This is an optimization exercise on Yosys and OpenROAD, whose aim is small area, a short achievable clock period and few clock cycles per item, not a production implementation.
The RTL was checked by simulation tests, not by an equivalence proof against the original design.
No activity file was given, so power comes from the tool's default toggle rates.

Design alu_design, start of the top module:
module alu_design(clock,reset,A,B,start_op,op_sel,result,end_op);
For scale: ~420 cells after synthesis, ~71 I/O pins.
clock: 8.5 ns
lec_check: 0
cap_margin: 20
core_margin: 2
core_utilization: 40
place_density: 0.45
setup_slack_margin: 3.5
slew_margin: 20
standard.sh (not shown) runs the stock make flow with config.mk's settings and CLKGATE_MAP_FILE= SYNTH_SCRIPT=/design/flow/synth_recipe.tcl, a recipe that flattens the netlist after the stock synthesis.
==> flow/flow/run.sh <==
#!/bin/bash
# The standard layout, with the port buffers made from the smallest
# buffer cell instead of the flow's default choice.
set -euo pipefail
bash standard.sh BUFFER_PORTS_ARGS="-buffer_cell sky130_fd_sc_hd__buf_1" finish > standard_flow.log 2>&1
The first run completed with no timing, DRC or antenna violations.
Testbench counts at the start, summed over its fixed seeds: cycles 52,084, items 24,000.
Next try:
==> flow/flow/run.sh (replaced) <==
#!/bin/bash
# The standard layout, with the port buffers made from the smallest
# buffer cell, and the buffers from synthesis removed before placement so
# the resizer buffers the design afresh.
set -euo pipefail
bash standard.sh BUFFER_PORTS_ARGS="-buffer_cell sky130_fd_sc_hd__buf_1" REMOVE_ABC_BUFFERS=1 finish > standard_flow.log 2>&1
PLACE_DENSITY = not set   (was 0.45)
SETUP_SLACK_MARGIN = 4   (was 3.5)
What happened:
- routed wire length rises by 5.7%
- register-to-register slack hardly moves
- non-clock buffer count rose by 31
- critical path depth came out higher by 3
- first-iteration DRC count climbs by 29%
- cell count is higher by 5.6%
Next try:
==> flow/flow/run.sh (replaced) <==
#!/bin/bash
# The standard layout, with the port buffers made from the smallest
# buffer cell instead of the flow's default choice.
set -euo pipefail
bash standard.sh BUFFER_PORTS_ARGS="-buffer_cell sky130_fd_sc_hd__buf_1" finish > standard_flow.log 2>&1
SETUP_SLACK_MARGIN = 3.5   (was 4)
After rerunning:
- worst setup slack gets worse by 0.28 ns
- clock-buffer cell count shrinks by 2
- utilization shrinks by 7.7 points
- hold slack gets worse by 0.0094 ns
- fmax shrinks by about 6%
- synthesized area is unchanged
- final area shrinks by about 14%
- first-iteration DRC count shrinks by about 9%
Next try:
==> flow/flow/run.sh (replaced) <==
#!/bin/bash
# The standard layout, with the port buffers made from the smallest
# buffer cell, and the buffers from synthesis removed before placement so
# the resizer buffers the design afresh.
set -euo pipefail
bash standard.sh BUFFER_PORTS_ARGS="-buffer_cell sky130_fd_sc_hd__buf_1" REMOVE_ABC_BUFFERS=1 finish > standard_flow.log 2>&1
Clock power rose by a few percent.
Design area rose slightly.
Setup slack gains 0.015 ns.
Routed wire length fell by a few percent.
Utilization rose by 0.30 points.
Next try:
==> flow/flow/run.sh (replaced) <==
#!/bin/bash
# The standard layout, with the port buffers made from the smallest
# buffer cell instead of the flow's default choice.
set -euo pipefail
bash standard.sh BUFFER_PORTS_ARGS="-buffer_cell sky130_fd_sc_hd__buf_1" finish > standard_flow.log 2>&1
SETUP_SLACK_MARGIN = 4   (was 3.5)
What happened: Critical path depth went down by 2. Worst setup slack is better by 0.29 ns. Synthesized cell count is unchanged. Global-route usage went up by 3.4 points. Routed wire length went up by 18%. Final cell count went up by about 4%. Maximum frequency went up by about 6.4%. Sequential share of layout area went down by 2.5 points.
Next try:
SETUP_SLACK_MARGIN = 3   (was 4)
Effect:
- die area stays the same
- hold slack loses 0.013 ns
- first-iteration DRC count went down by 18%
- worst setup slack got worse by 0.71 ns
- global-route usage decreases by 3.0 points
- register-to-register slack got worse by 0.29 ns
- sequential power is about the same
- combinational power came out lower by 25%
- synthesized cell count is unchanged


Setup of run A:
Another version of the RTL of alu_design (not shown whole).
For scale: about 590 cells after synthesis, about 36 flip-flops, ~71 I/O pins, ~3600 um^2 of cells after synthesis.
==> flow/config.mk <==
export PLATFORM = sky130hd
export DESIGN_NAME = alu_design
export DESIGN_NICKNAME = alu_design
export VERILOG_FILES = /design/flow/design.v
export SDC_FILE = /design/flow/constraint.sdc
export NUM_CORES = 4
export LEC_CHECK = 0
export ABC_AREA = 1
export CAP_MARGIN = 20
export CORE_MARGIN = 2
export CORE_UTILIZATION = 40
export SETUP_SLACK_MARGIN = 3
export SLEW_MARGIN = 20
==> flow/constraint.sdc <==
create_clock -name core_clock -period 8.5 [get_ports {clock}]
set_input_delay 1.7000 -clock core_clock [delete_from_list [all_inputs] [get_ports {clock}]]
set_output_delay 1.7000 -clock core_clock [all_outputs]
set_load 0.01 [all_outputs]
==> flow/flow/run.sh <==
#!/bin/bash
# The standard layout, with the port buffers made from the smallest
# buffer cell instead of the flow's default choice.
set -euo pipefail
bash standard.sh BUFFER_PORTS_ARGS="-buffer_cell sky130_fd_sc_hd__buf_1" finish > standard_flow.log 2>&1
Testbench counts of run A, summed over its fixed seeds: cycles 52,084, items 24,000.
Modified inputs, run B compared to run A
Settings: ABC_AREA removed (was 1); CORE_UTILIZATION changed from 40 to 75.
Findings:
Run B did not stop at any stage, and its layout met the timing, design-rule and antenna checks.
Against run A as the reference, run B delivers a higher overall routing resource usage.
Compared with run A, in run B maximum fanout along the worst path rose 3; post-synthesis cell area down 4.7%; average cell area after synthesis moved up; maximum number of pins on one net before global-route repair rose 1.
--- input diff run B..run C ---
Settings: changing SETUP_SLACK_MARGIN from 3 to 5; changing CORE_UTILIZATION from 75 to 40; setting ABC_CLOCK_PERIOD_IN_PS to 3500 for the first time.
==> flow/run.sh (new file) <==
#!/bin/bash
# synth_recipe.tcl (not shown) runs the flow's synth.tcl, then flattens the netlist and writes it again
# the make line also repeats each setting of config.mk as NAME=value (left out here)
make -C /OpenROAD-flow-scripts/flow DESIGN_CONFIG=/design/flow/config.mk WORK_HOME=/design/flow/orfs CLKGATE_MAP_FILE= SYNTH_SCRIPT=/design/flow/synth_recipe.tcl finish
removed: flow/flow/run.sh
removed: flow/standard.sh
==> notes.md <==
Run C reached the end of the flow, and the finished layout is clean on the timing, design-rule and antenna checks. Diff run C..run B | I/O pin count | unchanged. Initial core utilization: run C lower than run B. Via count | run C above run B. Length of routed met3 wiring sits higher in run C than in run B. Comparing run B against run C, there is no change at all in synthesized area. Measured against each other, run C and run B differ in first-pass GRT wire length, the lower figure coming from run B. The wire length in run C sits about 28% above the value recorded for run B. Relative to run B, the cell total after placement of run C is higher by 9.9%. Run C — met3 demand-to-capacity share in global routing 1.2 points lower, run B as reference.
Input-level comparison between run D and run C:
Settings: CORE_UTILIZATION now 60, was 40.
- Tool error DPL-0038 stopped run D during global routing (5_1_grt); no final results.
- From run C to run D the numbers moved as follows: post-cts repair resize count now larger, count of placed standard cells including taps now smaller.
- | HPWL reported at the end of detailed placement | run D vs run C | better |
- Run C -> run D: number of library cell types mapped by synthesis delta 0, exact match
- The final reports for run D and run C show post-CTS setup-driven buffer insertion count higher in the former.
- The lower instance area after placement of run C and run D is in run D.

[port drivers added, routing unchanged]
Ports are ideal in the flow. The routed layouts listed here were re-timed in OpenROAD.
Step 1: set_driving_cell puts a clkbuf_16 on clock and a buf_2 on each other input, an assumption about the parent block.
Step 2 also shifts input and output timing later by t, the mid clock arrival at the registers, as if the neighbouring blocks saw the same clock.
Slacks: ideal / step 1 / step 2; pairs: ideal / step 1.
run | t (ns) | setup slack, ns | hold WS [ns] | worst setup path after step 2 | cell pins on the clock port's net
the first run of note 1 | 0.323 | 3.694 / 3.707 / 3.384 | 0.588 / 0.588 / 0.588 | input to register | 1
the second run of note 1 | 0.329 | 3.920 / 3.931 / 3.603 | 0.599 / 0.599 / 0.599 | input to register | 1
the third run of note 1 | 0.325 | 3.642 / 3.638 / 3.314 | 0.589 / 0.589 / 0.589 | input to register | 1
the fourth run of note 1 | 0.326 | 3.657 / 3.667 / 3.342 | 0.599 / 0.599 / 0.599 | input to register | 1
the fifth run of note 1 | 0.344 | 3.950 / 3.940 / 3.596 | 0.603 / 0.603 / 0.603 | input to register | 1
the sixth run of note 1 | 0.324 | 3.239 / 3.242 / 2.918 | 0.590 / 0.590 / 0.590 | input to register | 1
run A | 0.320 | 3.227 / 3.237 / 2.917 | 0.460 / 0.460 / 0.460 | input to register | 1
run B | 0.321 | 3.093 / 3.097 / 2.776 | 0.593 / 0.593 / 0.593 | input to register | 1
run C | 0.322 | 3.782 / 3.686 / 3.364 | 0.586 / 0.586 / 0.586 | input to register | 1
After both steps every run listed still meets setup and hold. The setup slack of run C, which loses most, moves by -0.096 ns with the drivers and by -0.418 ns with both steps.
